This is an optimization exercise on Yosys and OpenROAD, whose aim is small area and a short achievable clock period, not a production implementation.
No run shown here included a check of the RTL's function; only the layout flow was run.
No activity file was given, so power comes from the tool's default toggle rates.

==> flow/design.v (outline; a module is shown in full before it is edited, if it fits) <==
// module my_fir: 2560 lines
// module fa_: 4 lines
module my_fir
#(parameter F=10)
(
input logic                clk,
input logic                rst,
input logic signed  [15:0] filter_in,
output logic signed [31:0] filter_out
    );
  // ...
==> flow/run.sh <==
#!/bin/bash
# synth_recipe.tcl (not shown) runs the flow's synth.tcl, then flattens the netlist and writes it again
# the make line also repeats each setting of config.mk as NAME=value (left out here)
make -C /OpenROAD-flow-scripts/flow DESIGN_CONFIG=/design/flow/config.mk WORK_HOME=/design/flow/orfs CLKGATE_MAP_FILE= SYNTH_SCRIPT=/design/flow/synth_recipe.tcl finish
==> flow/config.mk <==
export PLATFORM = sky130hd
export DESIGN_NAME = my_fir
export DESIGN_NICKNAME = my_fir
export VERILOG_FILES = /design/flow/design.v
export SDC_FILE = /design/flow/constraint.sdc
export NUM_CORES = 4
export LEC_CHECK = 0
export CAP_MARGIN = 20
export CORE_MARGIN = 2
export CORE_UTILIZATION = 60
export CTS_CLUSTER_DIAMETER = 80
export CTS_CLUSTER_SIZE = 18
export PLACE_DENSITY = 0.75
export SETUP_SLACK_MARGIN = 3.7
export SLEW_MARGIN = 20
export SYNTH_HIERARCHICAL = 1
==> flow/constraint.sdc <==
create_clock -name core_clock -period 6.5 [get_ports {clk}]
set_input_delay 1.3000 -clock core_clock [delete_from_list [all_inputs] [get_ports {clk}]]
set_output_delay 1.3000 -clock core_clock [all_outputs]
set_load 0.01 [all_outputs]
==> results.cfg, run 1 <==
[outcome]
status = no timing/DRC/antenna violations

[die]
dieHeight_um = 258
die_area_um2 = 66700
rows = 93
start_util = 0.605

[grt]
gr-max-usage-layer = met2
antenna_found_initial = 5
grt_pass1_wl_um = 142000

[finish]
final_common_cell = dfrtp_1
area_growth_pct = 9.52
largest_register_ffs = 256
finalInstanceArea_um2 = 42500
buffers = 94
multi_input_area_um2 = 19100
final_util = 0.662
regMostFlops = d

[routing]
drc = 0
via_per_inst = 5.63
m1WireLength_um = 39400
wl_met3_um = 6290

[yosys]
ys_seq_area_frac = 0.477
synth_ff_type = dfrtp_1
avgSynthCellArea_um2 = 15.8
synthAdderAreaFrac = 0.402
netlist.area_leader.share = 0.477
synthTopCellsByCount = dfrtp_1, fa_1, inv_1

[critical_path]
cp.buffers_inverters = 2
path_delay_family = compound AO/OA/AOI/OAI gates
critical-path-slowest-cell = dfrtp_1
slowest_delay_ns = 0.40
crit_path_start_kind = flip-flop

[clocking]
clk_pin_slew_ns = 0.08
cts_tree = yes
clk_path_buf_depth = 3
cts_root_buf = clkbuf_16

[place]
placed_cell_area_um2 = 40400

[power]
p_clk_frac = 0.121
p_seq_w = 0.00786
==> run 2: changes to the inputs <==
--- a/flow/config.mk
+++ b/flow/config.mk
@@ -12,5 +12,5 @@
 export CTS_CLUSTER_SIZE = 18
 export PLACE_DENSITY = 0.75
-export SETUP_SLACK_MARGIN = 3.7
+export SETUP_SLACK_MARGIN = 3.85
 export SLEW_MARGIN = 20
 export SYNTH_HIERARCHICAL = 1
==> results.cfg, run 2 <==
[outcome]
status = no timing/DRC/antenna violations

[yosys]
ys_types = 61
synth_ff_type = dfrtp_1
ys_seq_area_frac = 0.477
yosys.area_share.simple = 0.0241
synth-xor-area-share = 0.0208
synth_area_leaders = dfrtp_1, fa_1, ha_1
synthAdderAreaFrac = 0.402
yosys.area.top_type = dfrtp_1
avgSynthCellArea_um2 = 15.8
netlist.area_leader.share = 0.477
synth_top_family_by_area = adder cells
syn_area_um2 = 38800
synthesis.nets = 3309
synthTopCellsByCount = dfrtp_1, fa_1, inv_1
yosysMostFrequentCell = dfrtp_1
synthCells = 2455
ys_ff_latch = 739
async_reset_ff_frac = 1.00
synth_compound_area_frac = 0.0363
synth_edf_count = 0
muxShareOfSynthArea = 0.000258
ys_warn_count = 8

[finish]
fillers = 4341
final_common_cell = dfrtp_1
final_cell_mix = dfrtp_1, fa_1, inv_1
drive_gt1_frac = 0.103
area_growth_pct = 10.4
reg_top3 = d x256, q x22
nNetsFinal = 3458
largest_register_ffs = 256
regMostFlops = d

[power]
combPwrFrac = 0.561
p_clk_frac = 0.121
switching_share = 0.423
p_leak_nw = 19.3
cellInternalPower_w = 0.0142
ir_drop_mv = 0.317
p_switching_w = 0.0104
p_per_area_nw_per_um2 = 577
seq_power_share = 0.319

[grt]
gr-total-overflow = 0
first_global_vias = 22349
gr-max-usage-layer = met2
grt_util_met1 = 0.439
grt_max_degree = 185
met3_usage = 0.0672
grt_util_met2 = 0.466
grt.total_usage = 0.301
antenna_found_initial = 1
grt_pass1_wl_um = 143000

[critical_path]
critPathKind = flip-flop to flip-flop
required_ns = 7.01
crit_path_start_kind = flip-flop
cp.arrival_ns = 3.29
r2r-start = d[8][2]$_DFF_PP0_
end_kind = flip-flop
critPathMaxFanout = 3
crit_start = d[8][2]$_DFF_PP0_

[sta]
setup_tns_ns = 0
fin_hold_ws_ns = 0.349
slew_headroom = 0.394
finClkSkew_ns = 0.0236
setup_viol = 0
rsz0062_at_grt = yes
clock.fmax_mhz = 359
finalCritPeriodShare = 0.428
tightest_slew_ns = 0.908
maxSlewViolCount = 0
hold_viol_final = 0
period_minus_slack_ns = 2.78

[die]
die_w_um = 258
io_pins = 50
rows = 93
die_area_um2 = 66700
start_util = 0.605
dieHeight_um = 258
core_area_um2 = 64100

[clocking]
htree_levels = 2
cts_tree = yes
clk_pin_slew_ns = 0.08
cts_root_buf = clkbuf_16
cts.sinks = 739
clock_latency_ns = 0.63
clk_path_buf_depth = 3
cts-buffers-inserted = 48

[place]
portBuffers = 49
place.gp.congestion = 0.986
dp_hpwl_um = 73600

[routing]
wirelength_um = 94800
drt_pass1_iterations = 5
via_per_inst = 5.60
ant_nets = 0
route.vias.total = 19440
wl_per_cell_um = 27.3
drc = 0
initialDrtViolationCount = 1625

[hold_path]
min_path_type = flip-flop to flip-flop
hold_start = d[6][3]$_DFF_PP0_

[job]
drv_cap = 0
==> run 2: cell counts after synthesis <==
No cell type changed its count.
==> run 2: routing by layer <==
metal,vias up,wire [um]
met5,-,0
met4,0,3620
met3,195,6870
met2,694,44600
met1,10670,39700
li1,7881,-
==> run 2: final timing paths <==
path                                       to  slack (ns)  cells past startpoint
setup / recovery            pr5[16]$_DFF_PP0_        3.72                     11
hold / removal              d[7][3]$_DFF_PP0_        0.35                      0
setup reg to reg            pr5[16]$_DFF_PP0_        3.72                     11
hold reg to reg             d[7][3]$_DFF_PP0_        0.35                      0
max in group asynchronous   d[1][0]$_DFF_PP0_        3.88                      3
min in group asynchronous  d[1][14]$_DFF_PP0_        1.23                      2
==> run 2: kinds of logic (layout without fill, tap and decap cells) <==
kind of cell,Yosys count,after routing
xor gates and xnor gates,92,92
AOI/OAI and AO/OA,211,211
buffers and inverters,399,557
DFF,739,739
muxes,1,1
and+or+nand+nor,177,177
adders and majority gates,836,836
other,0,1
==> run 2: layout make-up <==
| cell class | instances | area [um2] | share of cell area |
|---|---|---|---|
| multi-input combinational | 1317 | 19300 | 0.452 |
| sequential | 739 | 18500 | 0.433 |
| inverter | 387 | 1460 | 0.0340 |
| clock buffer | 51 | 1230 | 0.0288 |
| tap | 855 | 1070 | 0.0250 |
| timing repair buffer | 111 | 1010 | 0.0235 |
| clock inverter | 8 | 139 | 0.00325 |
| antenna | 1 | 2.50 | 0.0000585 |
==> run 2: per-stage QoR <==
| stage | area (um2) | total power, W | setup WS [ns] | instances | util |
|---|---|---|---|---|---|
| 2_1_floorplan | 38800 | 0.0164 | -4.93 | 2455 | - |
| 3_3_place_gp | 40400 | 0.0210 | 3.03 | 3355 | 0.630 |
| 3_5_place_dp | 40400 | 0.0216 | 3.00 | 3355 | 0.630 |
| 4_1_cts | 42400 | 0.0248 | 3.70 | 3455 | 0.662 |
| 5_1_grt | 42800 | 0.0271 | 3.60 | 3468 | 0.667 |
| 6_report | 42800 | 0.0247 | 3.72 | 3469 | 0.667 |
==> run 2: per-module statistics from Yosys (local to each module, per instance) <==
module  times used  cell area (um2)
my_fir           1            25200
fa_            677             20.0
==> run 2: power by group through the flow <==
stage | Clock [W] | Combinational [W] | Sequential (W)
after detailed placement | 0 | 0.0137 | 0.00796
final | 0.00297 | 0.0138 | 0.00786
after global placement | 0 | 0.0131 | 0.00791
after floorplan | 0 | 0.00892 | 0.00749
after global routing | 0.00322 | 0.0158 | 0.00802
after CTS | 0.00305 | 0.0139 | 0.00786
==> run 2: critical path, stage by stage, from the launching register on <==
cell,delay [ns]
dfrtp_4,0.48
ha_1,0.38
a21o_1,0.19
a21oi_2,0.07
o21bai_2,0.19
a2111oi_4,0.10
buf_4,0.17
o31ai_4,0.27
nor4_2,0.08
nor4b_2,0.35
o21ai_1,0.13
a31o_2,0.24
==> run 2: repair_timing <==
| item | 4_1_cts | 5_1_grt |
|---|---|---|
| hold buffers | 0 | 0 |
| endpoints found under the setup margin | 103 | 196 |
| setup buffers | 41 | 11 |
| resized for setup | 173 | 58 |
| pin swaps | 55 | 36 |
| hold endpoints to repair | 0 | 0 |
| cloned | 0 | 2 |
==> run 3: changes to the inputs <==
--- a/flow/config.mk
+++ b/flow/config.mk
@@ -6,4 +6,5 @@
 export NUM_CORES = 4
 export LEC_CHECK = 0
+export ABC_CLOCK_PERIOD_IN_PS = 2400
 export CAP_MARGIN = 20
 export CORE_MARGIN = 2
==> results.cfg, run 3 <==
[outcome]
status = no timing/DRC/antenna violations

[clocking]
hold_buffers = 0
cts-buffers-inserted = 48
cts.sinks = 739
htree_levels = 2
cts_root_buf = clkbuf_16
clock_latency_ns = 0.63
clk_path_buf_depth = 3
cts_tree = yes
clk_pin_slew_ns = 0.08

[routing]
via_per_inst = 5.60
drt_pass1_iterations = 5
route.vias.total = 19440
wirelength_um = 94800
initialDrtViolationCount = 1625
ant_nets = 0
drc = 0
wl_per_cell_um = 27.3

[sta]
finalCritPeriodShare = 0.428
rsz0062_at_grt = yes
slew_headroom = 0.394
period_minus_slack_ns = 2.78
clock.fmax_mhz = 359
setup_tns_ns = 0
setup_slack_ns = 3.72
hold_viol_final = 0
finClkSkew_ns = 0.0236
maxSlewViolCount = 0
tightest_slew_ns = 0.908
setup_viol = 0

[place]
portBuffers = 49
place.gp.congestion = 0.986
place_inst = 3355
place_ws_ns = 3.00
placed_cell_area_um2 = 40400
dp_hpwl_um = 73600

[grt]
antenna_found_initial = 1
grt_util_met1 = 0.439
grt_max_degree = 185
gr-total-overflow = 0
first_global_vias = 22349
gr-max-usage-layer = met2
grt.total_usage = 0.301
met3_usage = 0.0672
grt_pass1_wl_um = 143000
grt_util_met2 = 0.466

[finish]
drive_gt1_frac = 0.103
fillers = 4341
stdcell_count = 3469
area_growth_pct = 10.4
regMostFlops = d
final_util = 0.667
ff_latch_area_um2 = 18500
finalInstanceArea_um2 = 42800
multi_input_area_um2 = 19300
final_cell_mix = dfrtp_1, fa_1, inv_1
nNetsFinal = 3458
largest_register_ffs = 256
final_common_cell = dfrtp_1
reg_top3 = d x256, q x22

[critical_path]
required_ns = 7.01
crit_path_start_kind = flip-flop
critPathKind = flip-flop to flip-flop
cp.arrival_ns = 3.29
r2r-start = d[8][2]$_DFF_PP0_
crit_start = d[8][2]$_DFF_PP0_
end_kind = flip-flop
critPathMaxFanout = 3

[power]
combPwrFrac = 0.561
p_switching_w = 0.0104
p_clk_frac = 0.121
seq_power_share = 0.319
cellInternalPower_w = 0.0142
switching_share = 0.423
p_per_area_nw_per_um2 = 577
p_leak_nw = 19.3
ir_drop_mv = 0.317

[die]
io_pins = 50
core_area_um2 = 64100
die_area_um2 = 66700
rows = 93
die_w_um = 258
start_util = 0.605
dieHeight_um = 258

[yosys]
synthCells = 2455
syn_area_um2 = 38800
ys_ff_latch = 739
synthesis.nets = 3309
yosys.area.top_type = dfrtp_1
yosysMostFrequentCell = dfrtp_1
ys_types = 61
avgSynthCellArea_um2 = 15.8
async_reset_ff_frac = 1.00
netlist.area_leader.share = 0.477
ys_seq_area_frac = 0.477
synth_area_leaders = dfrtp_1, fa_1, ha_1
synth_edf_count = 0
synthTopCellsByCount = dfrtp_1, fa_1, inv_1
ys_warn_count = 8
synth_ff_type = dfrtp_1

[hold_path]
hold_start = d[6][3]$_DFF_PP0_
min_path_type = flip-flop to flip-flop

[job]
drv_cap = 0
## run 3: cell counts after synthesis
Identical to the previous run, type by type.
## run 3: power by group through the flow
stage | Combinational, W | Sequential [W] | Clock, W
2_1_floorplan | 0.00892 | 0.00749 | 0
3_3_place_gp | 0.0131 | 0.00791 | 0
3_5_place_dp | 0.0137 | 0.00796 | 0
4_1_cts | 0.0139 | 0.00786 | 0.00305
5_1_grt | 0.0158 | 0.00802 | 0.00322
6_report | 0.0138 | 0.00786 | 0.00297
## run 3: final timing paths
path	endpoint	slack, ns	cells past startpoint
hold reg to reg	d[7][3]$_DFF_PP0_	0.35	0
min in group asynchronous	d[1][14]$_DFF_PP0_	1.23	2
hold / removal	d[7][3]$_DFF_PP0_	0.35	0
setup / recovery	pr5[16]$_DFF_PP0_	3.72	11
max in group asynchronous	d[1][0]$_DFF_PP0_	3.88	3
setup reg to reg	pr5[16]$_DFF_PP0_	3.72	11
## run 3: metrics by stage
step | total power [W] | hold slack [ns]
2_1_floorplan | 0.0164 | 0.331
3_3_place_gp | 0.0210 | 0.333
3_5_place_dp | 0.0216 | 0.335
4_1_cts | 0.0248 | 0.348
5_1_grt | 0.0271 | 0.355
6_report | 0.0247 | 0.349
## run 3: repair_timing
action                                  4_1_cts  5_1_grt
setup buffers                                41       11
gates resized for setup                     173       58
pin swaps                                    55       36
cloned                                        0        2
endpoints found under the setup margin      103      196
## run 3: layer usage
metal	part of all wire	routed length, um	vias to the layer above
met5	0	0	-
met4	0.038	3620	0
met3	0.073	6870	195
met2	0.47	44600	694
met1	0.42	39700	10670
li1	-	-	7881
## run 3: cell type report
type | instances | share of cell area
inverters | 387 | 0.0340
clock inverters | 8 | 0.00325
flip-flops and latches | 739 | 0.433
diodes | 1 | 0.0000585
repair buffers | 111 | 0.0235
multi-input cells | 1317 | 0.452
well taps | 855 | 0.0250
clock buffers | 51 | 0.0288
## run 3: logic make-up (layout without fill, tap and decap cells)
group | after synthesis | count (layout) | share of synthesized area
adders and majority gates | 836 | 836 | 0.402
other | 0 | 1 | 0
buffers and inverters | 399 | 557 | 0.0396
DFF | 739 | 739 | 0.477
AOI/OAI and AO/OA | 211 | 211 | 0.0363
and+or+nand+nor | 177 | 177 | 0.0241
muxes | 1 | 1 | 0.000258
xor gates and xnor gates | 92 | 92 | 0.0208
## run 3: critical path: stages (launching register included)
cell and delay (ns):
dfrtp_4 0.48, ha_1 0.38, a21o_1 0.19, a21oi_2 0.07, o21bai_2 0.19, a2111oi_4 0.10, buf_4 0.17, o31ai_4 0.27
nor4_2 0.08, nor4b_2 0.35, o21ai_1 0.13, a31o_2 0.24
## run 3: Yosys stat by module, one instance, submodules excluded
module,flops+latches,times used
my_fir,739,1
fa_,0,677
==> run 4: changes to the inputs <==
--- a/flow/config.mk
+++ b/flow/config.mk
@@ -13,5 +13,5 @@
 export CTS_CLUSTER_SIZE = 18
 export PLACE_DENSITY = 0.75
-export SETUP_SLACK_MARGIN = 3.85
+export SETUP_SLACK_MARGIN = 3.95
 export SLEW_MARGIN = 20
 export SYNTH_HIERARCHICAL = 1
==> results.cfg, run 4 <==
[clocking]
htree_levels = 2
cts_tree = yes
cts.sinks = 739
cts-buffers-inserted = 48
clk_path_buf_depth = 3
clk_pin_slew_ns = 0.08
cts_root_buf = clkbuf_16
clock_latency_ns = 0.62

[critical_path]
critPathMaxFanout = 8
cp.arrival_ns = 3.34
critPathKind = flip-flop to flip-flop
worst-path-stages = 11
slowest_delay_ns = 0.60
cp.buffers_inverters = 2
path_delay_family = compound AO/OA/AOI/OAI gates
end_kind = flip-flop
required_ns = 7.04
crit_path_start_kind = flip-flop
rr_worst_depth = 11
path_cells = ha_1 > a21o_1 > a21oi_2 > o21bai_2 > a2111oi_4 > o31ai_4 > buf_4 > buf_6 > o21a_1 > nor2_2 > xnor2_1
critical-path-slowest-cell = dfrtp_2

[grt]
grt.total_usage = 0.304
antenna_found_initial = 2
first_global_vias = 22696
gr-total-overflow = 0
grt_max_degree = 166
grt_pass1_wl_um = 144000

[yosys]
synthAdderAreaFrac = 0.402
synth_ff_type = dfrtp_1
yosys.area.top_type = dfrtp_1
synthCells = 2455
ys_ff_latch = 739
synth_area_leaders = dfrtp_1, fa_1, ha_1
synth_compound_area_frac = 0.0363
muxShareOfSynthArea = 0.000258
ys_types = 61
ys_warn_count = 8
synth-xor-area-share = 0.0208
syn_area_um2 = 38800
synthTopCellsByCount = dfrtp_1, fa_1, inv_1
synthesis.nets = 3309
yosys.area_share.simple = 0.0241
synth_top_family_by_area = adder cells
ys_seq_area_frac = 0.477
yosysMostFrequentCell = dfrtp_1
async_reset_ff_frac = 1.00
netlist.area_leader.share = 0.477
synth_edf_count = 0
avgSynthCellArea_um2 = 15.8

[place]
portBuffers = 49
place_ws_ns = 2.82
dp_hpwl_um = 74400
place.gp.congestion = 0.963
place_inst = 3359

[routing]
route.vias.total = 19759
initialDrtViolationCount = 1543
wl_per_cell_um = 27.4
drc = 0
drt_pass1_iterations = 7
wirelength_um = 95800
ant_nets = 0
via_per_inst = 5.66

[finish]
drive_gt1_frac = 0.135
area_growth_pct = 11.4
final_common_cell = dfrtp_1
multi_input_area_um2 = 19500
nNetsFinal = 3478
stdcell_count = 3490
regMostFlops = d
ff_latch_area_um2 = 18600
largest_register_ffs = 256
reg_top3 = d x256, q x22
fillers = 4253
final_cell_mix = dfrtp_1, fa_1, inv_1

[sta]
finalCritPeriodShare = 0.431
tightest_slew_ns = 0.807
period_minus_slack_ns = 2.80
clock.fmax_mhz = 357
rsz0062_at_grt = yes
maxSlewViolCount = 0
slew_headroom = 0.462
setup_viol = 0
hold_viol_final = 0
setup_tns_ns = 0
setup_slack_ns = 3.70
fin_hold_ws_ns = 0.344
finClkSkew_ns = 0.0233

[die]
io_pins = 50
start_util = 0.605
rows = 93
die_area_um2 = 66700
core_area_um2 = 64100
dieHeight_um = 258
die_w_um = 258

[power]
p_total_w = 0.0249
ir_drop_mv = 0.273
p_leak_nw = 19.4
p_per_area_nw_per_um2 = 576

[outcome]
status = no timing/DRC/antenna violations

[job]
drv_cap = 0

[hold_path]
hold_path_depth = 0
min_path_type = flip-flop to flip-flop
run 4: Yosys stat by module (local to each module, per instance):
module  copies in the design  cells  flops+latches  cell area (um2)
fa_                      677      1              0             20.0
my_fir                     1   1778            739            25200
run 4: final timing paths:
path | startpoint | end | slack (ns)
max reg2reg | d[8][2]$_DFF_PP0_ | pr5[12]$_DFF_PP0_ | 3.70
min reg2reg | d[12][15]$_DFF_PP0_ | d[13][15]$_DFF_PP0_ | 0.34
min in group asynchronous | rst | r0_2076$_DFF_PP0_ | 1.31
min | d[12][15]$_DFF_PP0_ | d[13][15]$_DFF_PP0_ | 0.34
max | d[8][2]$_DFF_PP0_ | pr5[12]$_DFF_PP0_ | 3.70
max in group asynchronous | rst | pr5[2]$_DFF_PP0_ | 4.20
run 4: power by group:
| group | internal, W | switching (W) |
|---|---|---|
| clock network | 0.00142 | 0.00152 |
| registers | 0.00652 | 0.00137 |
| logic | 0.00643 | 0.00759 |
run 4: cell type report:
class | count | share of cell area
antenna | 2 | 0.000116
clock buffer | 53 | 0.0292
clock inverter | 6 | 0.00185
inverter | 387 | 0.0337
multi-input combinational | 1317 | 0.451
sequential | 739 | 0.430
tap | 855 | 0.0248
timing repair buffer | 130 | 0.0290
timing repair inverter | 1 | 0.000116
run 4: repair_timing:
| item | in CTS | in global routing |
|---|---|---|
| pin swaps | 85 | 65 |
| buffers inserted | 36 | 32 |
| cloned | 0 | 2 |
| hold buffers | 0 | 0 |
| endpoints found under the setup margin | 191 | 492 |
| gates resized for setup | 254 | 84 |
run 4: stage by stage:
step                      area (um2)   util
after detailed placement       40400  0.631
after global routing           43200  0.673
after CTS                      42600  0.665
after floorplan                38800      -
final                          43200  0.674
after global placement         40400  0.631
run 4: cell families after synthesis:
logic type | after synthesis
buffers and inverters | 399
multiplexers | 1
AO/OA/AOI/OAI | 211
flip-flops | 739
XOR/XNOR | 92
adder cells (fa/ha/maj) | 836
AND/OR/NAND/NOR | 177
run 4: metal layers:
layer / share of wire / GRT usage
met5: 0 / 0
met4: 0.044 / 0.115
met3: 0.065 / 0.0540
met2: 0.48 / 0.475
met1: 0.41 / 0.438

separate check: timing with driven ports:
Ports are ideal in the flow. The routed layouts listed here were re-timed in OpenROAD.
Step 1 assumes that a clkbuf_16 drives the clock port and a buf_2 every other input.
Step 2 adds t to the input delays and takes it off the output delays; t is the mean of the earliest and latest rising clock arrival at the registers after step 1. Input paths then give back, and output paths get back, about the clock's delay inside the block.
Three values: ideal ports, drivers, drivers and shift; two values: the first two.
| run | t (ns) | setup slack, ns | hold WS [ns] |
|---|---|---|---|
| run 1 | 0.668 | 3.666 / 3.666 / 3.401 | 0.333 / 0.333 / 0.333 |
| run 2 | 0.678 | 3.717 / 3.717 / 3.238 | 0.349 / 0.349 / 0.349 |
| run 3 | 0.678 | 3.717 / 3.717 / 3.238 | 0.349 / 0.349 / 0.349 |
| run 4 | 0.671 | 3.698 / 3.698 / 3.572 | 0.344 / 0.344 / 0.344 |
After both steps setup and hold are still met in every run listed. The worst setup slack also covers recovery checks on asynchronous resets.
